Context: an optimization exercise on an open-source flow, tuned for small area and a short achievable clock period. The choices shown serve that exercise and are no tape-out recipe. RTL that was checked went through simulation tests only; none was proved equivalent to the original. Only the layout flow was run in runs 2 and 3; the RTL was not checked for function there.

<file path="flow/design.v">
module mod_fold(input [31:0] a, output [22:0] s);
wire [2:0] t0_sel = a[31:29];
wire [17:0] t0 =
    ({18{t0_sel == 3'd1}} & 18'd36977) |
    ({18{t0_sel == 3'd2}} & 18'd73954) |
    ({18{t0_sel == 3'd3}} & 18'd110931) |
    ({18{t0_sel == 3'd4}} & 18'd147908) |
    ({18{t0_sel == 3'd5}} & 18'd184885) |
    ({18{t0_sel == 3'd6}} & 18'd221862) |
    ({18{t0_sel == 3'd7}} & 18'd258839);
wire [3:0] t1_sel = a[28:25];
wire [20:0] t1 =
    ({21{t1_sel == 4'd1}} & 21'd233705) |
    ({21{t1_sel == 4'd2}} & 21'd467410) |
    ({21{t1_sel == 4'd3}} & 21'd701115) |
    ({21{t1_sel == 4'd4}} & 21'd934820) |
    ({21{t1_sel == 4'd5}} & 21'd1168525) |
    ({21{t1_sel == 4'd6}} & 21'd168129) |
    ({21{t1_sel == 4'd7}} & 21'd401834) |
    ({21{t1_sel == 4'd8}} & 21'd635539) |
    ({21{t1_sel == 4'd9}} & 21'd869244) |
    ({21{t1_sel == 4'd10}} & 21'd1102949) |
    ({21{t1_sel == 4'd11}} & 21'd102553) |
    ({21{t1_sel == 4'd12}} & 21'd336258) |
    ({21{t1_sel == 4'd13}} & 21'd569963) |
    ({21{t1_sel == 4'd14}} & 21'd803668) |
    ({21{t1_sel == 4'd15}} & 21'd1037373);
wire [3:0] t2_sel = a[24:21];
wire [20:0] t2 =
    ({21{t2_sel == 4'd1}} & 21'd863051) |
    ({21{t2_sel == 4'd2}} & 21'd492001) |
    ({21{t2_sel == 4'd3}} & 21'd120951) |
    ({21{t2_sel == 4'd4}} & 21'd984002) |
    ({21{t2_sel == 4'd5}} & 21'd612952) |
    ({21{t2_sel == 4'd6}} & 21'd241902) |
    ({21{t2_sel == 4'd7}} & 21'd1104953) |
    ({21{t2_sel == 4'd8}} & 21'd733903) |
    ({21{t2_sel == 4'd9}} & 21'd362853) |
    ({21{t2_sel == 4'd10}} & 21'd1225904) |
    ({21{t2_sel == 4'd11}} & 21'd854854) |
    ({21{t2_sel == 4'd12}} & 21'd483804) |
    ({21{t2_sel == 4'd13}} & 21'd112754) |
    ({21{t2_sel == 4'd14}} & 21'd975805) |
    ({21{t2_sel == 4'd15}} & 21'd604755);
assign s = a[20:0] + t0 + t1 + t2;
endmodule
module mod_top(input [22:0] s, output [22:0] x);
assign x = s;
endmodule
module mod_final(input [22:0] x, output [20:0] r);
wire [23:0] d1 = {1'b0, x} - 24'd2468202;
wire [21:0] y1 = d1[23] ? x[21:0] : d1[21:0];
wire [22:0] d0 = {1'b0, y1} - 23'd1234101;
wire [20:0] y0 = d0[22] ? y1[20:0] : d0[20:0];
assign r = y0[20:0];
endmodule
module integer_division_modulus(input [31:0] a, output [20:0] r);
wire [22:0] s;
wire [22:0] x;
mod_fold A0 (.a(a), .s(s));
mod_top B0 (.s(s), .x(x));
mod_final C0 (.x(x), .r(r));
endmodule
module mod_reg(
    input clk,
    input [31:0] a,
    output reg [31:0] r
    );
wire [22:0] s;
wire [22:0] x;
wire [20:0] rc;
mod_fold A0 (.a(a), .s(s));
reg [22:0] q;
always @(posedge clk) q <= s;
mod_top B0 (.s(q), .x(x));
mod_final C0 (.x(x), .r(rc));
always @* r = {11'd0, rc};
endmodule
</file>
<file path="flow/flow/run.sh">
#!/bin/bash
# The standard layout (standard.sh, the ORFS flow) with these changes:
#  - synthesis maps with flow/abc.script (flow/synth.tcl is synth_recipe.tcl with abc's script swapped);
#  - ports are buffered with buf_1 instead of the flow's default pick;
#  - any extra ORFS make variables listed in flow/knobs.txt (one per line).
# The make output goes to flow.log; each ORFS step keeps its own log under orfs/logs/.
set -euo pipefail
W=$PWD
sed -e "s#SYNTH_SCRIPT=[^ ]*#SYNTH_SCRIPT=$W/flow/synth.tcl#" standard.sh > my_standard.sh
export MY_ABC_SCRIPT=$W/flow/abc.script
EXTRA=()
if [[ -f flow/knobs.txt ]]; then
  while IFS= read -r line; do [[ -n "$line" ]] && EXTRA+=("$line"); done < flow/knobs.txt
fi
bash my_standard.sh "BUFFER_PORTS_ARGS=-buffer_cell sky130_fd_sc_hd__buf_1" "${EXTRA[@]}" finish > flow.log 2>&1
</file>
<file path="flow/flow/abc.script">
strash
&get -n
&fraig -x
&put
scorr
dc2
dretime
strash
&get -n
&dch -f
&nf {D}
&put
buffer
upsize {D}
dnsize {D}
stime -p
</file>
<file path="flow/flow/synth.tcl">
# synth_recipe.tcl with one change: abc maps with flow/abc.script (area-recovering
# mapping) instead of ORFS's speed script. Everything else is the standard synthesis.
proc synth {args} { yosys synth -nofsm -noshare {*}$args }
proc abc {args} {
  set i [lsearch -exact $args -script]
  if {$i >= 0} { lset args [expr {$i + 1}] $::env(MY_ABC_SCRIPT) }
  set i [lsearch -exact $args -D]
  if {$i >= 0} { set args [lreplace $args $i [expr {$i + 1}]] }
  if {[info exists ::env(MY_ABC_D)]} { lappend args -D $::env(MY_ABC_D) }
  yosys abc {*}$args
}
source $::env(SCRIPTS_DIR)/synth.tcl
# left out here: clear keep_hierarchy, flatten, clean up, hide names made inside functions, write 1_2_yosys.v
</file>
<file path="flow/standard.sh">
#!/bin/bash
# synth_recipe.tcl (not shown) runs the flow's synth.tcl, then flattens the netlist and writes it again
# the make line also repeats each setting of config.mk as NAME=value (left out here)
make -C /OpenROAD-flow-scripts/flow DESIGN_CONFIG=/design/flow/config.mk WORK_HOME=/design/flow/orfs CLKGATE_MAP_FILE= SYNTH_SCRIPT=/design/flow/synth_recipe.tcl "${@:-finish}"
</file>
<file path="flow/config.mk">
export PLATFORM = sky130hd
export DESIGN_NAME = mod_reg
export DESIGN_NICKNAME = mod_reg
export VERILOG_FILES = /design/flow/design.v
export SDC_FILE = /design/flow/constraint.sdc
export NUM_CORES = 4
export LEC_CHECK = 0
export CAP_MARGIN = 20
export CORE_MARGIN = 2
export CORE_UTILIZATION = 40
export SLEW_MARGIN = 20
</file>
<file path="flow/constraint.sdc">
create_clock -name core_clock -period 28.0 [get_ports {clk}]
set_input_delay 5.6000 -clock core_clock [delete_from_list [all_inputs] [get_ports {clk}]]
set_output_delay 5.6000 -clock core_clock [all_outputs]
set_load 0.01 [all_outputs]
</file>
==> metrics.md, run 1 <==
| Metric | Value |
|---|---|
| Outcome | `complete, no violations` |
| TritonCTS clock tree | `done` |
| Deepest clock path buffer count | `2` |
| TritonCTS buffer count | `3` |
| Number of distinct library cells after synthesis | `49` |
| Overall die width | `103 um` |
| Worst slew margin | `0.435` |
| Buffer type at the clock tree root | `sky130_fd_sc_hd__clkbuf_8` |
| Largest regs | `q (23)` |
| DRC marker count from the first detailed-route iteration | `88` |
| Overflow left after global routing | `0` |
| First-pass GRT wire length | `14400 um` |
| RSZ-0062 raised after global routing | `false` |
| Portion of synthesized cell area occupied by the leading cell type | `0.178` |
| Worst min path class | `in2reg` |
| Total number of vias | `3325` |
| Post-synth ARST share | `0` |
| Register with the highest flop count | `q` |
| Number of global-route vias before repair | `3141` |
| Max FFs per register | `23` |
| Number of diodes | `0` |
| Placed wire-length estimate | `7830 um` |
| Max stage delay cell, worst path | `sky130_fd_sc_hd__fa_1` |
| End-of-flow core utilization | `0.440` |
| Rows | `36` |
| Slew Viols, Final | `0` |
| CTS-repair resized insts | `0` |
| Peak clock frequency supported by timing | `88.5 MHz` |
| Number of flops mapped to enable cells by yosys | `0` |
| Final ANT Viol Nets | `0` |
| Placer's final routability congestion estimate | `0.953` |
| Final setup margin | `16700 ps` |
| Final non-filler cell total | `696` |
| Total setup violations reported at the end of the flow | `0` |
| Pin count of the biggest net entering global routing | `18` |
| Clock slew seen by the registers of the worst setup and hold paths | `70 ps` |
| Count of placed standard cells including taps | `692` |
| Library cell appearing most often on the critical path | `sky130_fd_sc_hd__o21ai_0` |
| Final routed wirelength across all metal layers | `8730 um` |
| Minimum period implied by the final worst setup slack | `11300 ps` |
| Area growth syn-to-layout | `7.96%` |
| Synthesized netlist cell count | `520` |
| Initial antenna violation count | `0` |
| Share of cells above drive strength 1 | `0.0178` |
| Average wire per standard cell | `12.5 um` |
| Synth warn | `1` |
| Met1 layer wirelength in the final routing | `3930 um` |
| NumNets Final | `663` |
| Worst EP arrival | `11480 ps` |
| Critical path launch point | `a[25]` |
| Most common library cells after synthesis | `74 x sky130_fd_sc_hd__inv_1, 61 x sky130_fd_sc_hd__nor2_1, 49 x sky130_fd_sc_hd__nand2_1` |
| Nature of the critical path startpoint | `input pin` |
| Tot GR Track Use | `0.171` |
| Post-CTS Hold Buffers | `0` |
| Hold path endpoint | `q[0]$_DFF_P_` |
| Worst slack at placement | `16490 ps` |
| Avg Synthesized Cell Area | `7.56 um^2` |
| Final worst path period share | `0.403` |
| Via density per instance | `4.78` |
| Kind of critical path | `in2reg` |
| Die height | `103 um` |
| Amount of wire on met2 after detailed routing | `4330 um` |
| Hold Fails Final Rpt | `0` |
| Cells on Worst Hold Path | `3` |
| Number of buffers added on ports | `53` |
| Setup bufs post-CTS | `0` |
| Required @ worst endpoint | `28180 ps` |
| Post-synthesis sequential area ratio | `0.117` |
| Largest fanout on the critical path | `10` |
| Slew at the pin closest to its max-slew limit | `841 ps` |
| Post-detailed-route DRC marker count | `0` |
| Fill cell total of the finished layout | `1067` |
| Clk sink count | `23` |
| Area of the die | `0.0106 mm^2` |
| 1st-pass router iterations | `5` |
| Depth of the CTS H-tree | `1` |
| Leading register cell type out of synthesis | `sky130_fd_sc_hd__dfxtp_1` |
| Hold Crit Start | `a[0]` |
| Biggest area contributors in the synthesized netlist | `sky130_fd_sc_hd__fa_1 18%, sky130_fd_sc_hd__dfxtp_1 12%, sky130_fd_sc_hd__ha_1 9.9%` |
| Largest stage delay on the critical path | `530 ps` |
| Met3 Wirelength | `379 um` |
| Largest area contributor in the netlist | `sky130_fd_sc_hd__fa_1` |
| Initial standard-cell utilization of the core | `0.408` |
| Top layer in use | `met4` |
| # Max-Cap Violations | `0` |
| Placeable core region | `0.00964 mm^2` |
| Endpoint kind of the worst setup timing path | `flip-flop` |
| Number of flip-flops and latches in the synthesized netlist | `23` |
| Leading cell type by number of instances after synthesis | `sky130_fd_sc_hd__inv_1` |
| Sum of negative setup slack | `0 ps` |
| Synth Cell Area | `0.00393 mm^2` |
| IO Pins | `65` |
## final cells by class
class	count	area (um^2)	share of cell area
inverters	74	278	0.0654
multi-input cells	409	3100	0.729
well taps	133	166	0.0392
flip-flops and latches	23	460	0.108
repair buffers	53	199	0.0469
clock buffers	4	45.0	0.0106
## logic make-up after synthesis
logic type / share of synthesized area
adder cells (fa/ha/maj): 0.279
XOR/XNOR: 0.129
multiplexers: 0.00255
buffers and inverters: 0.105
other: 0.000954
AO/OA/AOI/OAI: 0.162
flip-flops: 0.117
AND/OR/NAND/NOR: 0.204
## cell usage in the layout (no fill, tap or decap), types with 3 or more instances in the layout
cell	instances
sky130_fd_sc_hd__buf_1	53
sky130_fd_sc_hd__xnor2_1	37
sky130_fd_sc_hd__nand3_1	10
sky130_fd_sc_hd__nand4_1	3
sky130_fd_sc_hd__and2_1	8
sky130_fd_sc_hd__a21o_1	9
sky130_fd_sc_hd__nor2b_1	11
sky130_fd_sc_hd__conb_1	11
sky130_fd_sc_hd__a31oi_1	5
sky130_fd_sc_hd__ha_1	31
sky130_fd_sc_hd__o31ai_1	4
sky130_fd_sc_hd__clkbuf_8	3
sky130_fd_sc_hd__fa_1	35
sky130_fd_sc_hd__nor2_1	61
sky130_fd_sc_hd__o21ai_0	25
sky130_fd_sc_hd__nand2b_1	11
sky130_fd_sc_hd__dfxtp_1	23
sky130_fd_sc_hd__a21boi_0	4
sky130_fd_sc_hd__inv_1	74
sky130_fd_sc_hd__xor2_1	21
sky130_fd_sc_hd__nor3_1	8
sky130_fd_sc_hd__a211oi_1	8
sky130_fd_sc_hd__a21oi_1	23
sky130_fd_sc_hd__nand2_1	49
## through the flow
step / hold WS (ps) / instance area (um^2)
after floorplan: 5880 / 3970
after global placement: 6050 / 4200
after detailed placement: 6060 / 4200
after CTS: 5790 / 4240
after global routing: 5800 / 4240
final: 5790 / 4240
## worst max-delay path, delay by kind of cell
| family | cells | cell delay [ps] |
|---|---|---|
| AOI/OAI and AO/OA | 14 | 2760 |
| adders and majority gates | 4 | 1440 |
| and+or+nand+nor | 5 | 920 |
| buffers and inverters | 5 | 610 |
| xor gates and xnor gates | 1 | 130 |
## worst max-delay path by stage
stage	endpoint	cells after the start
after global routing	q[21]$_DFF_P_	28
after CTS	q[21]$_DFF_P_	29
after detailed placement	q[21]$_DFF_P_	29
after global placement	q[21]$_DFF_P_	29
after floorplan	q[21]$_DFF_P_	29
final	q[21]$_DFF_P_	29
## routing by layer
metal,global-route usage,up-vias
met1,0.212,1490
li1,-,1755
met2,0.320,76
met3,0.0122,4
met5,0,-
met4,0.0425,0
==> run 2: changes to the inputs <==
==> flow/design.v (replaced) <==
module mod_fold(input [31:0] a, output [23:0] s);
wire [2:0] t0_sel = a[31:29];
wire [17:0] t0 =
    ({18{t0_sel == 3'd1}} & 18'd36977) |
    ({18{t0_sel == 3'd2}} & 18'd73954) |
    ({18{t0_sel == 3'd3}} & 18'd110931) |
    ({18{t0_sel == 3'd4}} & 18'd147908) |
    ({18{t0_sel == 3'd5}} & 18'd184885) |
    ({18{t0_sel == 3'd6}} & 18'd221862) |
    ({18{t0_sel == 3'd7}} & 18'd258839);
wire [2:0] t1_sel = a[28:26];
wire [20:0] t1 =
    ({21{t1_sel == 3'd1}} & 21'd467410) |
    ({21{t1_sel == 3'd2}} & 21'd934820) |
    ({21{t1_sel == 3'd3}} & 21'd168129) |
    ({21{t1_sel == 3'd4}} & 21'd635539) |
    ({21{t1_sel == 3'd5}} & 21'd1102949) |
    ({21{t1_sel == 3'd6}} & 21'd336258) |
    ({21{t1_sel == 3'd7}} & 21'd803668);
wire [2:0] t2_sel = a[25:23];
wire [20:0] t2 =
    ({21{t2_sel == 3'd1}} & 21'd984002) |
    ({21{t2_sel == 3'd2}} & 21'd733903) |
    ({21{t2_sel == 3'd3}} & 21'd483804) |
    ({21{t2_sel == 3'd4}} & 21'd233705) |
    ({21{t2_sel == 3'd5}} & 21'd1217707) |
    ({21{t2_sel == 3'd6}} & 21'd967608) |
    ({21{t2_sel == 3'd7}} & 21'd717509);
assign s = a[22:0] + t0 + t1 + t2;
endmodule
module mod_top(input [23:0] s, output [21:0] x);
wire [3:0] k_sel = s[23:20];
wire [20:0] k =
    ({21{k_sel == 4'd1}} & 21'd1048576) |
    ({21{k_sel == 4'd2}} & 21'd863051) |
    ({21{k_sel == 4'd3}} & 21'd677526) |
    ({21{k_sel == 4'd4}} & 21'd492001) |
    ({21{k_sel == 4'd5}} & 21'd306476) |
    ({21{k_sel == 4'd6}} & 21'd120951) |
    ({21{k_sel == 4'd7}} & 21'd1169527) |
    ({21{k_sel == 4'd8}} & 21'd984002) |
    ({21{k_sel == 4'd9}} & 21'd798477) |
    ({21{k_sel == 4'd10}} & 21'd612952) |
    ({21{k_sel == 4'd11}} & 21'd427427) |
    ({21{k_sel == 4'd12}} & 21'd241902) |
    ({21{k_sel == 4'd13}} & 21'd56377) |
    ({21{k_sel == 4'd14}} & 21'd1104953) |
    ({21{k_sel == 4'd15}} & 21'd919428);
assign x = s[19:0] + k;
endmodule
module mod_final(input [21:0] x, output [20:0] r);
wire [22:0] d = {1'b0, x} - 23'd1234101;
assign r = d[22] ? x[20:0] : d[20:0];
endmodule
module integer_division_modulus(input [31:0] a, output [20:0] r);
wire [23:0] s;
wire [21:0] x;
mod_fold A0 (.a(a), .s(s));
mod_top B0 (.s(s), .x(x));
mod_final C0 (.x(x), .r(r));
endmodule
module mod_reg(
    input clk,
    input [31:0] a,
    output reg [31:0] r
    );
wire [23:0] s;
wire [21:0] x;
wire [20:0] rc;
mod_fold A0 (.a(a), .s(s));
reg [23:0] q;
always @(posedge clk) q <= s;
mod_top B0 (.s(q), .x(x));
mod_final C0 (.x(x), .r(rc));
always @* r = {11'd0, rc};
endmodule
==> metrics.md, run 2 <==
| Metric | Value |
|---|---|
| Outcome | `complete, no violations` |
| Share of the synthesized area in compound gates (AO/OA/AOI/OAI) | `0.185` |
| Clk sink count | `24` |
| Biggest area contributors in the synthesized netlist | `sky130_fd_sc_hd__fa_1 17%, sky130_fd_sc_hd__ha_1 16%, sky130_fd_sc_hd__dfxtp_1 12%` |
| Initial antenna violation count | `0` |
| Max stage delay cell, worst path | `sky130_fd_sc_hd__dfxtp_1` |
| Post-Synth Adder-Cell Area | `0.333` |
| Final routed wirelength across all metal layers | `8920 um` |
| Placed wire-length estimate | `8140 um` |
| Overflow left after global routing | `0` |
| Slew Viols, Final | `0` |
| Portion of synthesized cell area occupied by the leading cell type | `0.169` |
| Worst min path class | `in2reg` |
| # Max-Cap Violations | `0` |
| Die height | `104 um` |
| Post-detailed-route DRC marker count | `0` |
| Combinational family with the most area after synthesis | `adder cells` |
| Leading cell types in the layout, fill and taps excluded | `77 x sky130_fd_sc_hd__inv_1, 55 x sky130_fd_sc_hd__nor2_1, 53 x sky130_fd_sc_hd__ha_1, 53 x sky130_fd_sc_hd__buf_1, 50 x sky130_fd_sc_hd__nand2_1` |
| IO Pins | `65` |
| Pin count of the biggest net entering global routing | `15` |
| Peak clock frequency supported by timing | `88.4 MHz` |
| Hold Fails Final Rpt | `0` |
| Final ANT Viol Nets | `0` |
| Number of flops mapped to enable cells by yosys | `0` |
| Kind of critical path | `reg2out` |
| Number of flip-flops and latches in the synthesized netlist | `24` |
| Leading cell type by number of instances after synthesis | `sky130_fd_sc_hd__inv_1` |
| Nature of the critical path startpoint | `flip-flop` |
| Worst slack at placement | `16830 ps` |
| Final worst path period share | `0.404` |
| RSZ-0062 raised after global routing | `false` |
| Hold Crit Start | `a[22]` |
| Max FFs per register | `24` |
| Area growth syn-to-layout | `8.46%` |
| Average wire per standard cell | `12.8 um` |
| Rows | `36` |
| Largest area contributor in the netlist | `sky130_fd_sc_hd__fa_1` |
| Sum of negative setup slack | `0 ps` |
| Area of the die | `0.0109 mm^2` |
| Most common library cells after synthesis | `77 x sky130_fd_sc_hd__inv_1, 55 x sky130_fd_sc_hd__nor2_1, 53 x sky130_fd_sc_hd__ha_1` |
| Post-synth ARST share | `0` |
| Number of buffers added on ports | `53` |
| Largest regs | `q (24)` |
| Worst slew margin | `0.520` |
| Hold path endpoint | `q[23]$_DFF_P_` |
| Post-synthesis sequential area ratio | `0.119` |
| Most common cell after layout, fill and taps aside | `sky130_fd_sc_hd__inv_1` |
| Setup bufs post-CTS | `0` |
| Multiplexer area fraction after synthesis | `0` |
| Share of cells above drive strength 1 | `0.0230` |
| Via density per instance | `4.67` |
| Synth warn | `1` |
| Cells on Worst Hold Path | `3` |
| TritonCTS buffer count | `3` |
| First-pass GRT wire length | `15000 um` |
| Placer's final routability congestion estimate | `0.832` |
| Placeable core region | `0.00977 mm^2` |
| Number of distinct library cells after synthesis | `43` |
| Clock slew seen by the registers of the worst setup and hold paths | `70 ps` |
| TritonCTS clock tree | `done` |
| Post-synthesis share of cell area spent on and, or, nand and nor gates | `0.144` |
| Leading register cell type out of synthesis | `sky130_fd_sc_hd__dfxtp_1` |
| CTS-repair resized insts | `0` |
| Xor and xnor fraction of the mapped netlist area | `0.117` |
| Total setup violations reported at the end of the flow | `0` |
| Endpoint kind of the worst setup timing path | `primary output` |
| Tot GR Track Use | `0.168` |
| Largest fanout on the critical path | `14` |
| Synthesized netlist cell count | `518` |
| Number of diodes | `0` |
| Register with the highest flop count | `q` |
| Post-CTS Hold Buffers | `0` |
| Initial standard-cell utilization of the core | `0.413` |
| Worst EP arrival | `5710 ps` |
| Required @ worst endpoint | `22400 ps` |
| Slew at the pin closest to its max-slew limit | `702 ps` |
| DRC marker count from the first detailed-route iteration | `73` |
| Deepest clock path buffer count | `2` |
| Final setup margin | `16690 ps` |
| Avg Synthesized Cell Area | `7.79 um^2` |
| NumNets Final | `687` |
| Buffer type at the clock tree root | `sky130_fd_sc_hd__clkbuf_8` |
| Overall die width | `104 um` |
| Number of global-route vias before repair | `3267` |
| Largest stage delay on the critical path | `550 ps` |
| Synth Cell Area | `0.00404 mm^2` |
| 1st-pass router iterations | `5` |
| Total number of vias | `3266` |
| Depth of the CTS H-tree | `1` |
| Minimum period implied by the final worst setup slack | `11310 ps` |
## run 2: changes by cell type after synthesis, sizes merged, moves of 7 or more
cell	delta
o21bai	+8
and2	-7
ha	+22
o21ai	+13
a211oi	-7
a21oi	+9
## run 2: area by class of cell
class	instances	area [um^2]
inverter	77	289
multi-input combinational	408	3190
tap	133	166
sequential	24	480
clock buffer	4	55.1
fill	1047	5400
timing repair buffer	53	199
## run 2: through the flow
| stage | hold slack (ps) | instances | instance area (um^2) | utilization |
|---|---|---|---|---|
| floorplan | 5820 | 528 | 4070 | - |
| global placement | 5920 | 695 | 4320 | 0.442 |
| detailed placement | 5930 | 695 | 4320 | 0.442 |
| CTS | 5670 | 699 | 4380 | 0.448 |
| global route | 5720 | 699 | 4380 | 0.448 |
| finish | 5670 | 699 | 4380 | 0.448 |
## run 2: worst max path at each step
stage	startpoint	end	slack, ps
final	q[23]$_DFF_P_	r[19]	16690
after global routing	q[23]$_DFF_P_	r[13]	16270
after CTS	q[23]$_DFF_P_	r[19]	16680
after detailed placement	a[28]	q[23]$_DFF_P_	16830
after global placement	a[25]	q[23]$_DFF_P_	16970
after floorplan	a[27]	q[23]$_DFF_P_	17570
## run 2: per-layer routing
layer | vias up | wire, um | global-route usage
met3 | 6 | 280 | 0.00627
met2 | 75 | 4290 | 0.312
li1 | 1768 | - | -
met4 | 0 | 111 | 0.0299
met1 | 1417 | 4240 | 0.218
met5 | - | 0 | 0
## run 2: critical path: cells and delay by family, from the launching register on
family	cells	cell delay, ps
flip-flops	1	550
adder cells (fa/ha/maj)	2	650
XOR/XNOR	2	430
AND/OR/NAND/NOR	6	840
buffers and inverters	2	320
AO/OA/AOI/OAI	14	2660
## run 2: cells by family after synthesis
logic type | after synthesis
flops | 24
buf+inv | 96
simple gates | 137
fa+ha+maj | 87
other cells | 1
xor+xnor | 54
compound gates | 119
==> run 3: changes to the inputs <==
==> flow/design.v (replaced) <==
module mod_fold(input [31:0] a, output [22:0] s);
wire [3:0] t0_sel = a[31:28];
wire [19:0] t0 =
    ({20{t0_sel == 4'd1}} & 20'd635539) |
    ({20{t0_sel == 4'd2}} & 20'd36977) |
    ({20{t0_sel == 4'd3}} & 20'd672516) |
    ({20{t0_sel == 4'd4}} & 20'd73954) |
    ({20{t0_sel == 4'd5}} & 20'd709493) |
    ({20{t0_sel == 4'd6}} & 20'd110931) |
    ({20{t0_sel == 4'd7}} & 20'd746470) |
    ({20{t0_sel == 4'd8}} & 20'd147908) |
    ({20{t0_sel == 4'd9}} & 20'd783447) |
    ({20{t0_sel == 4'd10}} & 20'd184885) |
    ({20{t0_sel == 4'd11}} & 20'd820424) |
    ({20{t0_sel == 4'd12}} & 20'd221862) |
    ({20{t0_sel == 4'd13}} & 20'd857401) |
    ({20{t0_sel == 4'd14}} & 20'd258839) |
    ({20{t0_sel == 4'd15}} & 20'd894378);
wire [3:0] t1_sel = a[27:24];
wire [20:0] t1 =
    ({21{t1_sel == 4'd1}} & 21'd733903) |
    ({21{t1_sel == 4'd2}} & 21'd233705) |
    ({21{t1_sel == 4'd3}} & 21'd967608) |
    ({21{t1_sel == 4'd4}} & 21'd467410) |
    ({21{t1_sel == 4'd5}} & 21'd1201313) |
    ({21{t1_sel == 4'd6}} & 21'd701115) |
    ({21{t1_sel == 4'd7}} & 21'd200917) |
    ({21{t1_sel == 4'd8}} & 21'd934820) |
    ({21{t1_sel == 4'd9}} & 21'd434622) |
    ({21{t1_sel == 4'd10}} & 21'd1168525) |
    ({21{t1_sel == 4'd11}} & 21'd668327) |
    ({21{t1_sel == 4'd12}} & 21'd168129) |
    ({21{t1_sel == 4'd13}} & 21'd902032) |
    ({21{t1_sel == 4'd14}} & 21'd401834) |
    ({21{t1_sel == 4'd15}} & 21'd1135737);
wire [2:0] t2_sel = a[23:21];
wire [20:0] t2 =
    ({21{t2_sel == 3'd1}} & 21'd863051) |
    ({21{t2_sel == 3'd2}} & 21'd492001) |
    ({21{t2_sel == 3'd3}} & 21'd120951) |
    ({21{t2_sel == 3'd4}} & 21'd984002) |
    ({21{t2_sel == 3'd5}} & 21'd612952) |
    ({21{t2_sel == 3'd6}} & 21'd241902) |
    ({21{t2_sel == 3'd7}} & 21'd1104953);
assign s = a[20:0] + t0 + t1 + t2;
endmodule
module mod_top(input [22:0] s, output [21:0] x);
wire [2:0] k_sel = s[22:20];
wire [20:0] k =
    ({21{k_sel == 3'd1}} & 21'd1048576) |
    ({21{k_sel == 3'd2}} & 21'd863051) |
    ({21{k_sel == 3'd3}} & 21'd677526) |
    ({21{k_sel == 3'd4}} & 21'd492001) |
    ({21{k_sel == 3'd5}} & 21'd306476) |
    ({21{k_sel == 3'd6}} & 21'd120951) |
    ({21{k_sel == 3'd7}} & 21'd1169527);
assign x = s[19:0] + k;
endmodule
module mod_final(input [21:0] x, output [20:0] r);
wire [22:0] d = {1'b0, x} - 23'd1234101;
assign r = d[22] ? x[20:0] : d[20:0];
endmodule
module integer_division_modulus(input [31:0] a, output [20:0] r);
wire [22:0] s;
wire [21:0] x;
mod_fold A0 (.a(a), .s(s));
mod_top B0 (.s(s), .x(x));
mod_final C0 (.x(x), .r(r));
endmodule
module mod_reg(
    input clk,
    input [31:0] a,
    output reg [31:0] r
    );
wire [22:0] s;
wire [21:0] x;
wire [20:0] rc;
mod_fold A0 (.a(a), .s(s));
reg [22:0] q;
always @(posedge clk) q <= s;
mod_top B0 (.s(q), .x(x));
mod_final C0 (.x(x), .r(rc));
always @* r = {11'd0, rc};
endmodule
==> metrics.md, run 3 <==
| Metric | Value |
|---|---|
| Post-synth ARST share | `0` |
| Area after DPL | `0.00444 mm^2` |
| Most common cell after layout, fill and taps aside | `sky130_fd_sc_hd__inv_1` |
| Clock slew seen by the registers of the worst setup and hold paths | `70 ps` |
| Leading register cell type out of synthesis | `sky130_fd_sc_hd__dfxtp_1` |
| Number of diodes | `0` |
| Rows | `37` |
| Largest area contributor in the netlist | `sky130_fd_sc_hd__fa_1` |
| Minimum period implied by the final worst setup slack | `11450 ps` |
| Synth Cell Area | `0.00417 mm^2` |
| Hold slack | `5970 ps` |
| Final ANT Viol Nets | `0` |
| Total number of vias | `3427` |
| Number of flops mapped to enable cells by yosys | `0` |
| First-pass GRT wire length | `15100 um` |
| Number of flip-flops and latches in the synthesized netlist | `23` |
| RSZ-0062 raised after global routing | `false` |
| TritonCTS buffer count | `3` |
| Largest fanout on the critical path | `14` |
| Post-synthesis sequential area ratio | `0.110` |
| Final worst path period share | `0.409` |
| Setup bufs post-CTS | `0` |
| Post-CTS Hold Buffers | `0` |
| Endpoint kind of the worst setup timing path | `flip-flop` |
| Final routed wirelength across all metal layers | `8990 um` |
| Overflow left after global routing | `0` |
| Clk sink count | `23` |
| Area growth syn-to-layout | `7.63%` |
| Overall die width | `106 um` |
| Most common library cells after synthesis | `79 x sky130_fd_sc_hd__inv_1, 52 x sky130_fd_sc_hd__nor2_1, 46 x sky130_fd_sc_hd__ha_1` |
| Avg Synthesized Cell Area | `7.86 um^2` |
| Number of distinct library cells after synthesis | `37` |
| Largest stage delay on the critical path | `490 ps` |
| DRC marker count from the first detailed-route iteration | `151` |
| CTS-repair resized insts | `0` |
| Largest regs | `q (23)` |
| Portion of synthesized cell area occupied by the leading cell type | `0.192` |
| # Max-Cap Violations | `0` |
| Total setup violations reported at the end of the flow | `0` |
| Sum of negative setup slack | `0 ps` |
| Hold Fails Final Rpt | `0` |
| Worst slew margin | `0.570` |
| Synthesized netlist cell count | `530` |
| Synth warn | `1` |
| Final instance area | `0.00449 mm^2` |
| End-of-flow core utilization | `0.438` |
| Depth of the CTS H-tree | `1` |
| Max FFs per register | `23` |
| Kind of critical path | `in2reg` |
| Initial standard-cell utilization of the core | `0.407` |
| TritonCTS clock tree | `done` |
| Slew Viols, Final | `0` |
| Worst EP arrival | `11630 ps` |
| NumNets Final | `694` |
| Outcome | `complete, no violations` |
| Nature of the critical path startpoint | `input pin` |
| Slew at the pin closest to its max-slew limit | `641 ps` |
| Worst min path class | `in2reg` |
| Post-detailed-route DRC marker count | `0` |
| Placed wire-length estimate | `8060 um` |
| Initial antenna violation count | `0` |
| Die height | `106 um` |
| IO Pins | `65` |
| Library cell appearing most often on the critical path | `sky130_fd_sc_hd__o21ai_0` |
| Leading cell type by number of instances after synthesis | `sky130_fd_sc_hd__inv_1` |
| Placeable core region | `0.0102 mm^2` |
| Via density per instance | `4.83` |
| Average wire per standard cell | `12.7 um` |
| Share of cells above drive strength 1 | `0.0209` |
| Number of global-route vias before repair | `3357` |
| Number of buffers added on ports | `53` |
| Required @ worst endpoint | `28190 ps` |
| Register with the highest flop count | `q` |
| Area of the die | `0.0113 mm^2` |
| Pin count of the biggest net entering global routing | `23` |
| Leading cell types in the layout, fill and taps excluded | `79 x sky130_fd_sc_hd__inv_1, 53 x sky130_fd_sc_hd__buf_1, 52 x sky130_fd_sc_hd__nor2_1` |
| 1st-pass router iterations | `4` |
| Tot GR Track Use | `0.165` |
| Buffer type at the clock tree root | `sky130_fd_sc_hd__clkbuf_8` |
| Cells on Worst Hold Path | `4` |
| Deepest clock path buffer count | `2` |
| Placer's final routability congestion estimate | `0.922` |
| Biggest area contributors in the synthesized netlist | `sky130_fd_sc_hd__fa_1 19%, sky130_fd_sc_hd__ha_1 14%, sky130_fd_sc_hd__dfxtp_1 11%` |
| Peak clock frequency supported by timing | `87.3 MHz` |
| Max stage delay cell, worst path | `sky130_fd_sc_hd__fa_1` |
## run 3: logic make-up (layout without fill, tap and decap cells)
logic type	Yosys count	after routing	synth area share
DFF	23	23	0.110
muxes	1	1	0.00270
adders and majority gates	86	86	0.330
buffers and inverters	102	136	0.104
AOI/OAI and AO/OA	124	124	0.191
xor gates and xnor gates	55	55	0.116
and+or+nand+nor	138	138	0.146
other	1	11	0.000900
## run 3: area by class of cell
cell class | instances | area (um^2)
clock buffer | 3 | 41.3
sequential | 23 | 460
multi-input combinational | 415 | 3310
tap | 136 | 170
clock inverter | 1 | 5.00
fill | 1072 | 5750
timing repair buffer | 53 | 199
inverter | 79 | 297
## run 3: worst paths after layout
check / slack (ps) / endpoint / start
worst max-delay path: 16550 / q[21]$_DFF_P_ / a[25]
worst min-delay path: 5970 / q[21]$_DFF_P_ / a[20]
## run 3: routing by layer
metal  part of all wire  global-route usage  routed length (um)  up-vias
met4              0.017              0.0404                 155        0
li1                   -                   -                   -     1791
met5                  0                   0                   0        -
met1               0.48               0.212                4290     1524
met2               0.47               0.304                4200      104
met3              0.038             0.00858                 343        8
## run 3: metrics by stage
step | instances | setup WS [ps]
final | 710 | 16550
after global routing | 710 | 15870
after CTS | 710 | 16550
after detailed placement | 706 | 16300
after global placement | 706 | 16550
after floorplan | 540 | 17150
## run 3: worst max-delay path: cells and delay by family
family,cells,cell delay [ps]
adder cells (fa/ha/maj),3,1270
AND/OR/NAND/NOR,5,980
AO/OA/AOI/OAI,19,3250
buffers and inverters,1,390
XOR/XNOR,1,140
==> run 4: changes to the inputs <==
--- a/flow/design.v
+++ b/flow/design.v
@@ -33,16 +33,24 @@
     ({21{t1_sel == 4'd13}} & 21'd902032) |
     ({21{t1_sel == 4'd14}} & 21'd401834) |
     ({21{t1_sel == 4'd15}} & 21'd1135737);
-wire [2:0] t2_sel = a[23:21];
+wire [3:0] t2_sel = a[23:20];
 wire [20:0] t2 =
-    ({21{t2_sel == 3'd1}} & 21'd863051) |
-    ({21{t2_sel == 3'd2}} & 21'd492001) |
-    ({21{t2_sel == 3'd3}} & 21'd120951) |
-    ({21{t2_sel == 3'd4}} & 21'd984002) |
-    ({21{t2_sel == 3'd5}} & 21'd612952) |
-    ({21{t2_sel == 3'd6}} & 21'd241902) |
-    ({21{t2_sel == 3'd7}} & 21'd1104953);
-assign s = a[20:0] + t0 + t1 + t2;
+    ({21{t2_sel == 4'd1}} & 21'd1048576) |
+    ({21{t2_sel == 4'd2}} & 21'd863051) |
+    ({21{t2_sel == 4'd3}} & 21'd677526) |
+    ({21{t2_sel == 4'd4}} & 21'd492001) |
+    ({21{t2_sel == 4'd5}} & 21'd306476) |
+    ({21{t2_sel == 4'd6}} & 21'd120951) |
+    ({21{t2_sel == 4'd7}} & 21'd1169527) |
+    ({21{t2_sel == 4'd8}} & 21'd984002) |
+    ({21{t2_sel == 4'd9}} & 21'd798477) |
+    ({21{t2_sel == 4'd10}} & 21'd612952) |
+    ({21{t2_sel == 4'd11}} & 21'd427427) |
+    ({21{t2_sel == 4'd12}} & 21'd241902) |
+    ({21{t2_sel == 4'd13}} & 21'd56377) |
+    ({21{t2_sel == 4'd14}} & 21'd1104953) |
+    ({21{t2_sel == 4'd15}} & 21'd919428);
+assign s = a[19:0] + t0 + t1 + t2;
 endmodule
 module mod_top(input [22:0] s, output [21:0] x);
 wire [2:0] k_sel = s[22:20];
==> flow/flow/run.sh (replaced) <==
#!/bin/bash
# The standard layout (standard.sh) with three changes:
#  - synthesis maps with flow/abc.script (flow/synth.tcl wraps synth_recipe.tcl's steps);
#  - ports are buffered with buf_1 instead of the flow's default pick;
#  - smaller clock buffers for the small clock tree.
set -euo pipefail
W=$PWD
sed -e "s#SYNTH_SCRIPT=[^ ]*#SYNTH_SCRIPT=$W/flow/synth.tcl#" standard.sh > my_standard.sh
export MY_ABC_SCRIPT=$W/flow/abc.script
bash my_standard.sh \
  "BUFFER_PORTS_ARGS=-buffer_cell sky130_fd_sc_hd__buf_1" \
  SETUP_SLACK_MARGIN=17.5 finish > flow.log 2>&1
==> metrics.md, run 4 <==
| Metric | Value |
|---|---|
| Nature of the critical path startpoint | `input pin` |
| Depth of the CTS H-tree | `1` |
| Critical Path Stages | `25` |
| Critical path launch point | `a[23]` |
| Final worst path period share | `0.368` |
| Overall die width | `110 um` |
| IO Pins | `65` |
| RSZ-0062 raised after global routing | `true` |
| Most common library cells after synthesis | `91 x sky130_fd_sc_hd__inv_1, 51 x sky130_fd_sc_hd__nand2_1, 49 x sky130_fd_sc_hd__a21oi_1` |
| Synth warn | `1` |
| Endpoint kind of the worst setup timing path | `flip-flop` |
| Post-detailed-route DRC marker count | `0` |
| Category of cells accounting for the largest share of critical-path delay | `compound AO/OA/AOI/OAI gates` |
| Placer's final routability congestion estimate | `0.885` |
| Worst min path class | `in2reg` |
| Area growth syn-to-layout | `16.4%` |
| Minimum period implied by the final worst setup slack | `10290 ps` |
| TritonCTS buffer count | `3` |
| Fill cell total of the finished layout | `1081` |
| Max FFs per register | `23` |
| Leading cell types in the layout, fill and taps excluded | `88 x sky130_fd_sc_hd__inv_1, 50 x sky130_fd_sc_hd__nand2_1, 46 x sky130_fd_sc_hd__ha_1` |
| Leading register cell type out of synthesis | `sky130_fd_sc_hd__dfxtp_1` |
| Peak clock frequency supported by timing | `97.2 MHz` |
| Most common cell after layout, fill and taps aside | `sky130_fd_sc_hd__inv_1` |
| Outcome | `complete, no violations` |
| Number of flops mapped to enable cells by yosys | `0` |
| # Max-Cap Violations | `0` |
| Count of placed standard cells including taps | `765` |
| Leading cell type by number of instances after synthesis | `sky130_fd_sc_hd__inv_1` |
| Slew at the pin closest to its max-slew limit | `605 ps` |
| Average wire per standard cell | `14.5 um` |
| Max stage delay cell, worst path | `sky130_fd_sc_hd__fa_1` |
| Portion of synthesized cell area occupied by the leading cell type | `0.180` |
| Final routed wirelength across all metal layers | `11400 um` |
| Largest regs | `q (23)` |
| Worst slew margin | `0.592` |
| NumNets Final | `766` |
| Share of cells above drive strength 1 | `0.141` |
| Post-synthesis sequential area ratio | `0.103` |
| Number of global-route vias before repair | `3970` |
| Deepest clock path buffer count | `2` |
| Post-CTS Hold Buffers | `0` |
| Clock slew seen by the registers of the worst setup and hold paths | `80 ps` |
| Total setup violations reported at the end of the flow | `0` |
| Initial standard-cell utilization of the core | `0.411` |
| Synth Cell Area | `0.00446 mm^2` |
| Synthesized netlist cell count | `584` |
| Worst EP arrival | `10430 ps` |
| TritonCTS clock tree | `done` |
| Clk sink count | `23` |
| Total number of vias | `4009` |
| Post-synth ARST share | `0` |
| Slew Viols, Final | `0` |
| Placed wire-length estimate | `9610 um` |
| Final ANT Viol Nets | `0` |
| Avg Synthesized Cell Area | `7.63 um^2` |
| Largest area contributor in the netlist | `sky130_fd_sc_hd__fa_1` |
| Largest stage delay on the critical path | `560 ps` |
| Destination of the critical timing path | `q[21]$_DFF_P_` |
| Die height | `110 um` |
| Required @ worst endpoint | `28140 ps` |
| Overflow left after global routing | `0` |
| Number of diodes | `0` |
| Initial antenna violation count | `0` |
| First-pass GRT wire length | `18000 um` |
| Sum of negative setup slack | `0 ps` |
| Via density per instance | `5.11` |
| Number of flip-flops and latches in the synthesized netlist | `23` |
| Final non-filler cell total | `785` |
| Rows | `38` |
| 1st-pass router iterations | `4` |
| Register with the highest flop count | `q` |
| Hold Fails Final Rpt | `0` |
| Buffer type at the clock tree root | `sky130_fd_sc_hd__clkbuf_8` |
| DRC marker count from the first detailed-route iteration | `239` |
| Biggest area contributors in the synthesized netlist | `sky130_fd_sc_hd__fa_1 18%, sky130_fd_sc_hd__ha_1 13%, sky130_fd_sc_hd__dfxtp_1 10%` |
| Number of distinct library cells after synthesis | `46` |
| Sum of buffers and inverters on the critical path | `2` |
| Placeable core region | `0.0108 mm^2` |
| Pin count of the biggest net entering global routing | `21` |
| Area of the die | `0.0120 mm^2` |
| Tot GR Track Use | `0.189` |
| Kind of critical path | `in2reg` |
| Number of buffers added on ports | `53` |
| Largest fanout on the critical path | `11` |
==> run 4: cell types whose count changed after synthesis, sizes merged, moves of 4 or more <==
cell,before,now
a21oi,38,55
inv,79,91
o21ai,32,41
nor2,52,41
nand2b,6,10
xnor2,33,28
nand2,40,51
xor2,22,27
o22ai,0,6
==> run 4: worst min path at each step <==
stage / startpoint / end / slack, ps / depth (start not counted)
after floorplan: a[28] / q[0]$_DFF_P_ / 5950 / 3
after CTS: a[0] / q[0]$_DFF_P_ / 5990 / 5
after global placement: a[0] / q[0]$_DFF_P_ / 6250 / 5
after global routing: a[0] / q[0]$_DFF_P_ / 6010 / 5
after detailed placement: a[0] / q[0]$_DFF_P_ / 6260 / 5
final: a[0] / q[0]$_DFF_P_ / 5980 / 5
==> run 4: logic make-up after synthesis <==
family | after synthesis | synth area share
xor+xnor | 55 | 0.108
other cells | 1 | 0.000841
flops | 23 | 0.103
mux | 1 | 0.00225
compound gates | 154 | 0.215
fa+ha+maj | 87 | 0.312
buf+inv | 115 | 0.108
simple gates | 148 | 0.151
==> run 4: final cells by class <==
type	count	area (um^2)	share of cell area
timing repair buffer	70	352	0.0678
inverter	92	345	0.0666
tap	140	175	0.0338
multi-input combinational	456	3800	0.733
clock inverter	1	5.00	0.000965
sequential	23	467	0.0900
clock buffer	3	41.3	0.00796
==> run 4: layer usage <==
| layer | track usage | up-vias | wire length, um |
|---|---|---|---|
| li1 | - | 2026 | - |
| met1 | 0.223 | 1851 | 4900 |
| met2 | 0.363 | 112 | 5700 |
| met3 | 0.00593 | 20 | 381 |
| met4 | 0.0678 | 0 | 364 |
| met5 | 0 | - | 0 |
==> run 4: through the flow <==
stage                     worst slack, ps  cell area, um^2  utilization  hold slack, ps
final                               17710             5190        0.479            5980
after global routing                17340             5190        0.479            6010
after CTS                           17500             4900        0.452            5990
after detailed placement            16700             4740        0.437            6260
after global placement              16700             4740        0.437            6250
after floorplan                     17670             4500            -            5950
==> run 4: repair_timing <==
| action | in CTS | in global routing |
|---|---|---|
| setup endpoints to repair | 27 | 25 |
| setup buffers | 4 | 11 |
| pin swaps | 6 | 20 |
| gates resized for setup | 27 | 57 |
| gates cloned | 0 | 1 |
==> run 5: changes to the inputs <==
--- a/flow/flow/run.sh
+++ b/flow/flow/run.sh
@@ -9,4 +9,4 @@
 export MY_ABC_SCRIPT=$W/flow/abc.script
 bash my_standard.sh \
   "BUFFER_PORTS_ARGS=-buffer_cell sky130_fd_sc_hd__buf_1" \
-  SETUP_SLACK_MARGIN=17.5 finish > flow.log 2>&1
+  finish > flow.log 2>&1
==> metrics.md, run 5 <==
| Metric | Value |
|---|---|
| Category of cells accounting for the largest share of critical-path delay | `compound AO/OA/AOI/OAI gates` |
| Placed wire-length estimate | `9610 um` |
| Worst slew margin | `0.508` |
| Initial antenna violation count | `0` |
| Post-CTS Hold Buffers | `0` |
| Avg Synthesized Cell Area | `7.63 um^2` |
| Leading cell types in the layout, fill and taps excluded | `91 x sky130_fd_sc_hd__inv_1, 53 x sky130_fd_sc_hd__buf_1, 51 x sky130_fd_sc_hd__nand2_1` |
| Most common cell after layout, fill and taps aside | `sky130_fd_sc_hd__inv_1` |
| DRC marker count from the first detailed-route iteration | `229` |
| Most common library cells after synthesis | `91 x sky130_fd_sc_hd__inv_1, 51 x sky130_fd_sc_hd__nand2_1, 49 x sky130_fd_sc_hd__a21oi_1` |
| Register with the highest flop count | `q` |
| Portion of synthesized cell area occupied by the leading cell type | `0.180` |
| Share of cells above drive strength 1 | `0.0254` |
| Critical path cell sequence | `a21oi_1, a21oi_1, ha_1, inv_1, fa_1, nor2b_1, o21ai_1, a21boi_1, o21ai_1, a21boi_0, o21ai_1, a21o_1, a21boi_0, o21ai_1, a211oi_1, a2111oi_2, o21ai_1, xnor2_1, inv_1, o31ai_4, nand2_1, mux2i_1, buf_1` |
| Total number of vias | `3905` |
| Sum of buffers and inverters on the critical path | `3` |
| Rows | `38` |
| RSZ-0062 raised after global routing | `false` |
| Largest area contributor in the netlist | `sky130_fd_sc_hd__fa_1` |
| Area of the die | `0.0120 mm^2` |
| Number of distinct library cells after synthesis | `46` |
| Final non-filler cell total | `769` |
| Synthesized netlist cell count | `584` |
| Largest regs | `q (23)` |
| Peak clock frequency supported by timing | `90.1 MHz` |
| Required @ worst endpoint | `22400 ps` |
| Hold Crit Start | `a[0]` |
| Final routed wirelength across all metal layers | `10700 um` |
| Library cell appearing most often on the critical path | `sky130_fd_sc_hd__o21ai_1` |
| Initial standard-cell utilization of the core | `0.411` |
| Met2 usage in global routing | `0.351` |
| Kind of critical path | `reg2out` |
| Largest fanout on the critical path | `19` |
| Slew Viols, Final | `0` |
| Placeable core region | `0.0108 mm^2` |
| Sum of negative setup slack | `0 ps` |
| Number of diodes | `0` |
| Synth warn | `1` |
| Buffer type at the clock tree root | `sky130_fd_sc_hd__clkbuf_8` |
| Setup bufs post-CTS | `0` |
| Slew at the pin closest to its max-slew limit | `730 ps` |
| Overall die width | `110 um` |
| Leading cell type by number of instances after synthesis | `sky130_fd_sc_hd__inv_1` |
| Via density per instance | `5.08` |
| Hold slack | `5980 ps` |
| Pin count of the biggest net entering global routing | `21` |
| Total setup violations reported at the end of the flow | `0` |
| Hold path endpoint | `q[0]$_DFF_P_` |
| Leading register cell type out of synthesis | `sky130_fd_sc_hd__dfxtp_1` |
| Final ANT Viol Nets | `0` |
| Final worst path period share | `0.396` |
| NumNets Final | `750` |
| Nature of the critical path startpoint | `flip-flop` |
| CTS-repair resized insts | `0` |
| # Max-Cap Violations | `0` |
| Number of flops mapped to enable cells by yosys | `0` |
| Global routing usage on met1 | `0.223` |
| Max FFs per register | `23` |
| Largest stage delay on the critical path | `630 ps` |
| Worst EP arrival | `5500 ps` |
| Placer's final routability congestion estimate | `0.885` |
| Number of global-route vias before repair | `3899` |
| IO Pins | `65` |
| End-of-flow core utilization | `0.442` |
| Post-synth ARST share | `0` |
| Most crowded layer after global routing | `met2` |
| Depth of the CTS H-tree | `1` |
| Count of placed standard cells including taps | `765` |
| Number of flip-flops and latches in the synthesized netlist | `23` |
| Cells on Worst Hold Path | `5` |
| Post-detailed-route DRC marker count | `0` |
| Biggest area contributors in the synthesized netlist | `sky130_fd_sc_hd__fa_1 18%, sky130_fd_sc_hd__ha_1 13%, sky130_fd_sc_hd__dfxtp_1 10%` |
| Area growth syn-to-layout | `7.38%` |
| 1st-pass router iterations | `4` |
| Die height | `110 um` |
| TritonCTS buffer count | `3` |
| First-pass GRT wire length | `17600 um` |
| Synth Cell Area | `0.00446 mm^2` |
| Met3 layer usage reported by global route | `0.00711` |
| Number of buffers added on ports | `53` |
| Endpoint kind of the worst setup timing path | `primary output` |
| Worst min path class | `in2reg` |
| Clk sink count | `23` |
| TritonCTS clock tree | `done` |
| Tot GR Track Use | `0.185` |
| Clock slew seen by the registers of the worst setup and hold paths | `70 ps` |
| Outcome | `complete, no violations` |
| Max stage delay cell, worst path | `sky130_fd_sc_hd__o31ai_4` |
| Deepest clock path buffer count | `2` |
| Hold Fails Final Rpt | `0` |
| Overflow left after global routing | `0` |
| Minimum period implied by the final worst setup slack | `11100 ps` |
| Post-synthesis sequential area ratio | `0.103` |
| Average wire per standard cell | `13.9 um` |
run 5: how the worst max path moves through the flow:
stage | from | end | depth (start not counted)
finish | q[22]$_DFF_P_ | r[1] | 23
global route | q[22]$_DFF_P_ | r[0] | 23
CTS | q[22]$_DFF_P_ | r[1] | 23
detailed placement | a[20] | q[21]$_DFF_P_ | 25
global placement | a[20] | q[21]$_DFF_P_ | 25
floorplan | a[23] | q[21]$_DFF_P_ | 25
run 5: cell type report:
class	count	area, um^2
timing repair buffer	54	206
multi-input combinational	456	3550
clock inverter	1	5.00
fill	1122	6050
inverter	92	345
clock buffer	3	41.3
tap	140	175
sequential	23	460
run 5: kinds of logic (layout without fill, tap and decap cells):
logic type	Yosys count	after routing	synth area share
DFF	23	23	0.103
xor gates and xnor gates	55	55	0.108
AOI/OAI and AO/OA	154	154	0.215
muxes	1	1	0.00225
and+or+nand+nor	148	148	0.151
buffers and inverters	115	150	0.108
adders and majority gates	87	87	0.312
other	1	11	0.000841
run 5: layer usage:
layer	part of all wire	vias up
li1	-	1995
met3	0.045	17
met1	0.43	1764
met4	0.028	0
met2	0.50	129
met5	0	-
run 5: stage by stage:
step,setup WS [ps],cell area [um^2]
finish,16900,4790
global route,16340,4790
CTS,16850,4790
detailed placement,16700,4740
global placement,16700,4740
floorplan,17670,4500
run 5: worst min-delay path: cells and delay by family:
kind	cells	cell delay [ps]
adders and majority gates	2	420
buffers and inverters	3	180
==> run 6: changes to the inputs <==
==> flow/run.sh (new file) <==
#!/bin/bash
# synth_recipe.tcl (not shown) runs the flow's synth.tcl, then flattens the netlist and writes it again
# the make line also repeats each setting of config.mk as NAME=value (left out here)
make -C /OpenROAD-flow-scripts/flow DESIGN_CONFIG=/design/flow/config.mk WORK_HOME=/design/flow/orfs CLKGATE_MAP_FILE= SYNTH_SCRIPT=/design/flow/synth_recipe.tcl finish
removed: flow/flow/run.sh
removed: flow/flow/abc.script
removed: flow/flow/synth.tcl
removed: flow/standard.sh
==> metrics.md, run 6 <==
| Metric | Value |
|---|---|
| Setup bufs post-CTS | `0` |
| Slew Viols, Final | `0` |
| Number of buffers added on ports | `53` |
| Synth Cell Area | `0.00537 mm^2` |
| IO Pins | `65` |
| Placed wire-length estimate | `11000 um` |
| Synthesized netlist cell count | `699` |
| RSZ-0062 raised after global routing | `false` |
| Depth of the CTS H-tree | `1` |
| CTS-repair resized insts | `0` |
| Final worst path period share | `0.391` |
| Largest fanout on the critical path | `18` |
| Post-synth ARST share | `0` |
| Slew at the pin closest to its max-slew limit | `898 ps` |
| Leading register cell type out of synthesis | `sky130_fd_sc_hd__dfxtp_1` |
| Final ANT Viol Nets | `0` |
| # Max-Cap Violations | `0` |
| Final setup margin | `17050 ps` |
| Buffer type at the clock tree root | `sky130_fd_sc_hd__clkbuf_16` |
| Number of global-route vias before repair | `4492` |
| Leading cell types in the layout, fill and taps excluded | `89 x sky130_fd_sc_hd__inv_1, 61 x sky130_fd_sc_hd__nor2_1, 53 x sky130_fd_sc_hd__clkdlybuf4s50_1` |
| 1st-pass router iterations | `5` |
| Number of flip-flops and latches in the synthesized netlist | `23` |
| Post-synthesis sequential area ratio | `0.0858` |
| Leading cell type by number of instances after synthesis | `sky130_fd_sc_hd__inv_1` |
| Final routed wirelength across all metal layers | `12600 um` |
| Biggest area contributors in the synthesized netlist | `sky130_fd_sc_hd__fa_1 15%, sky130_fd_sc_hd__ha_1 11%, sky130_fd_sc_hd__dfxtp_1 8.6%` |
| Placeable core region | `0.0132 mm^2` |
| Initial standard-cell utilization of the core | `0.407` |
| Number of diodes | `0` |
| Die height | `120 um` |
| Required @ worst endpoint | `22400 ps` |
| Overall die width | `120 um` |
| Most common library cells after synthesis | `89 x sky130_fd_sc_hd__inv_1, 61 x sky130_fd_sc_hd__nor2_1, 47 x sky130_fd_sc_hd__ha_1, 47 x sky130_fd_sc_hd__nand2_1, 44 x sky130_fd_sc_hd__a21oi_1` |
| Tot GR Track Use | `0.178` |
| Placer's final routability congestion estimate | `0.838` |
| Worst EP arrival | `5350 ps` |
| Number of flops mapped to enable cells by yosys | `0` |
| Area growth syn-to-layout | `11.7%` |
| Area of the die | `0.0144 mm^2` |
| Nature of the critical path startpoint | `flip-flop` |
| Rows | `42` |
| Sum of negative setup slack | `0 ps` |
| Outcome | `complete, no violations` |
| Share of cells above drive strength 1 | `0.0566` |
| Hold Fails Final Rpt | `0` |
| Number of distinct library cells after synthesis | `79` |
| Largest regs | `q (23)` |
| Kind of critical path | `reg2out` |
| Peak clock frequency supported by timing | `91.3 MHz` |
| Pin count of the biggest net entering global routing | `27` |
| Worst min path class | `in2reg` |
| NumNets Final | `845` |
| Via density per instance | `5.26` |
| Fill cell total of the finished layout | `1331` |
| Max FFs per register | `23` |
| Total setup violations reported at the end of the flow | `0` |
| TritonCTS buffer count | `3` |
| Cells on Worst Hold Path | `5` |
| First-pass GRT wire length | `21100 um` |
| Portion of synthesized cell area occupied by the leading cell type | `0.149` |
| Most common cell after layout, fill and taps aside | `sky130_fd_sc_hd__inv_1` |
| Clk sink count | `23` |
| Register with the highest flop count | `q` |
| Synth warn | `1` |
| Clock slew seen by the registers of the worst setup and hold paths | `50 ps` |
| Deepest clock path buffer count | `2` |
| TritonCTS clock tree | `done` |
| DRC marker count from the first detailed-route iteration | `200` |
| Overflow left after global routing | `0` |
| Initial antenna violation count | `0` |
| Minimum period implied by the final worst setup slack | `10950 ps` |
| Largest area contributor in the netlist | `sky130_fd_sc_hd__fa_1` |
| Total number of vias | `4734` |
| Post-CTS Hold Buffers | `0` |
| Avg Synthesized Cell Area | `7.68 um^2` |
| Post-detailed-route DRC marker count | `0` |
| Average wire per standard cell | `14.0 um` |
| Worst slew margin | `0.401` |
| Worst slack at placement | `17260 ps` |
| Endpoint kind of the worst setup timing path | `primary output` |
==> run 6: cell count changes after synthesis, moves of 6 or more <==
| cell | change |
|---|---|
| sky130_fd_sc_hd__nor2_1 | +20 |
| sky130_fd_sc_hd__o211ai_1 | +12 |
| sky130_fd_sc_hd__nor3_1 | +10 |
| sky130_fd_sc_hd__xnor2_1 | +10 |
| sky130_fd_sc_hd__clkbuf_1 | +9 |
| sky130_fd_sc_hd__nor3_2 | +9 |
| sky130_fd_sc_hd__o21bai_1 | -8 |
| sky130_fd_sc_hd__a31oi_1 | +6 |
| sky130_fd_sc_hd__and2_1 | +6 |
==> run 6: final timing paths <==
check | slack (ps) | endpoint | from
hold / removal | 6320 | q[0]$_DFF_P_ | a[0]
setup / recovery | 17050 | r[1] | q[21]$_DFF_P_
==> run 6: area by class of cell <==
type                       count  area, um^2  share of cell area
multi-input combinational    555        4370               0.729
timing repair buffer          53         531              0.0885
inverter                      89         334              0.0557
sequential                    23         460              0.0768
clock buffer                   3        75.1              0.0125
clock inverter                 1        5.00            0.000835
tap                          176         220              0.0367
==> run 6: stage by stage <==
stage          cell area (um^2)  hold slack [ps]  cells  utilization
2_1_floorplan              5410             6130    709            -
3_3_place_gp               5920             6570    896        0.448
3_5_place_dp               5920             6580    896        0.448
4_1_cts                    6000             6330    900        0.455
5_1_grt                    6000             6360    900        0.455
6_report                   6000             6320    900        0.455
==> run 6: layer usage <==
layer  vias up  track usage  routed length, um
li1       2410            -                  -
met3        14       0.0119                468
met4         0       0.0397                207
met5         -            0                  0
met1      2196        0.226               5610
met2       114        0.330               6290
==> run 6: logic make-up after synthesis <==
kind of cell	synth area share
simple gates	0.200
compound gates	0.239
buf+inv	0.107
fa+ha+maj	0.259
xor+xnor	0.101
flops	0.0858
mux	0.00746
other cells	0.000699
==> run 6: worst max-delay path, cell delays in order, from the launching register on <==
cell,delay (ps)
sky130_fd_sc_hd__dfxtp_1,520
sky130_fd_sc_hd__nand2_1,180
sky130_fd_sc_hd__o21ai_0,430
sky130_fd_sc_hd__ha_1,390
sky130_fd_sc_hd__nand2_1,150
sky130_fd_sc_hd__o21ai_0,150
sky130_fd_sc_hd__or3_1,360
sky130_fd_sc_hd__o31ai_1,410
sky130_fd_sc_hd__o211ai_1,160
sky130_fd_sc_hd__a21oi_1,200
sky130_fd_sc_hd__xor2_1,380
sky130_fd_sc_hd__o2111a_1,810
sky130_fd_sc_hd__nor2_1,170
sky130_fd_sc_hd__mux2i_1,210
sky130_fd_sc_hd__clkdlybuf4s50_1,560

==> afterwards: timing with drivers on the ports <==
The flow's constraints put no driver on any port. The routed layouts listed below were extracted and timed again, unchanged, in two steps. Step 1: set_driving_cell puts a clkbuf_16 on clk and a buf_2 on each other input, an assumption about the parent block. Step 2 moves the port delays by t, midway between the first and last clock arrival at a register: inputs arrive t later, outputs are due t later. That takes back most of the time a late clock gives input paths. a / b / c = ideal / step 1 / step 2; a / b = the first two.
run | t (ns) | slack for setup (ns) | hold slack, ns | worst setup path at the end | clock arrival spread, ns
run 1 | 0.272 | 16.705 / 16.705 / 16.433 | 5.792 / 5.790 / 6.062 | input to register | 0.002 / 0.002
run 2 | 0.276 | 16.689 / 16.663 / 16.784 | 5.668 / 5.666 / 5.942 | input to register | 0.002 / 0.002
run 3 | 0.280 | 16.551 / 16.553 / 16.272 | 5.965 / 5.962 / 6.243 | input to register | 0.005 / 0.005
run 4 | 0.278 | 17.709 / 17.714 / 17.436 | 5.984 / 5.978 / 6.256 | input to register | 0.003 / 0.003
run 5 | 0.277 | 16.898 / 16.872 / 16.734 | 5.984 / 5.977 / 6.254 | input to register | 0.002 / 0.002
run 6 | 0.279 | 17.046 / 17.016 / 17.203 | 6.315 / 6.312 / 6.591 | input to register | 0.001 / 0.001
After both steps every run listed still meets setup and hold. The setup slack of run 3, which loses most, moves by +0.002 ns with the drivers and by -0.279 ns with both steps.
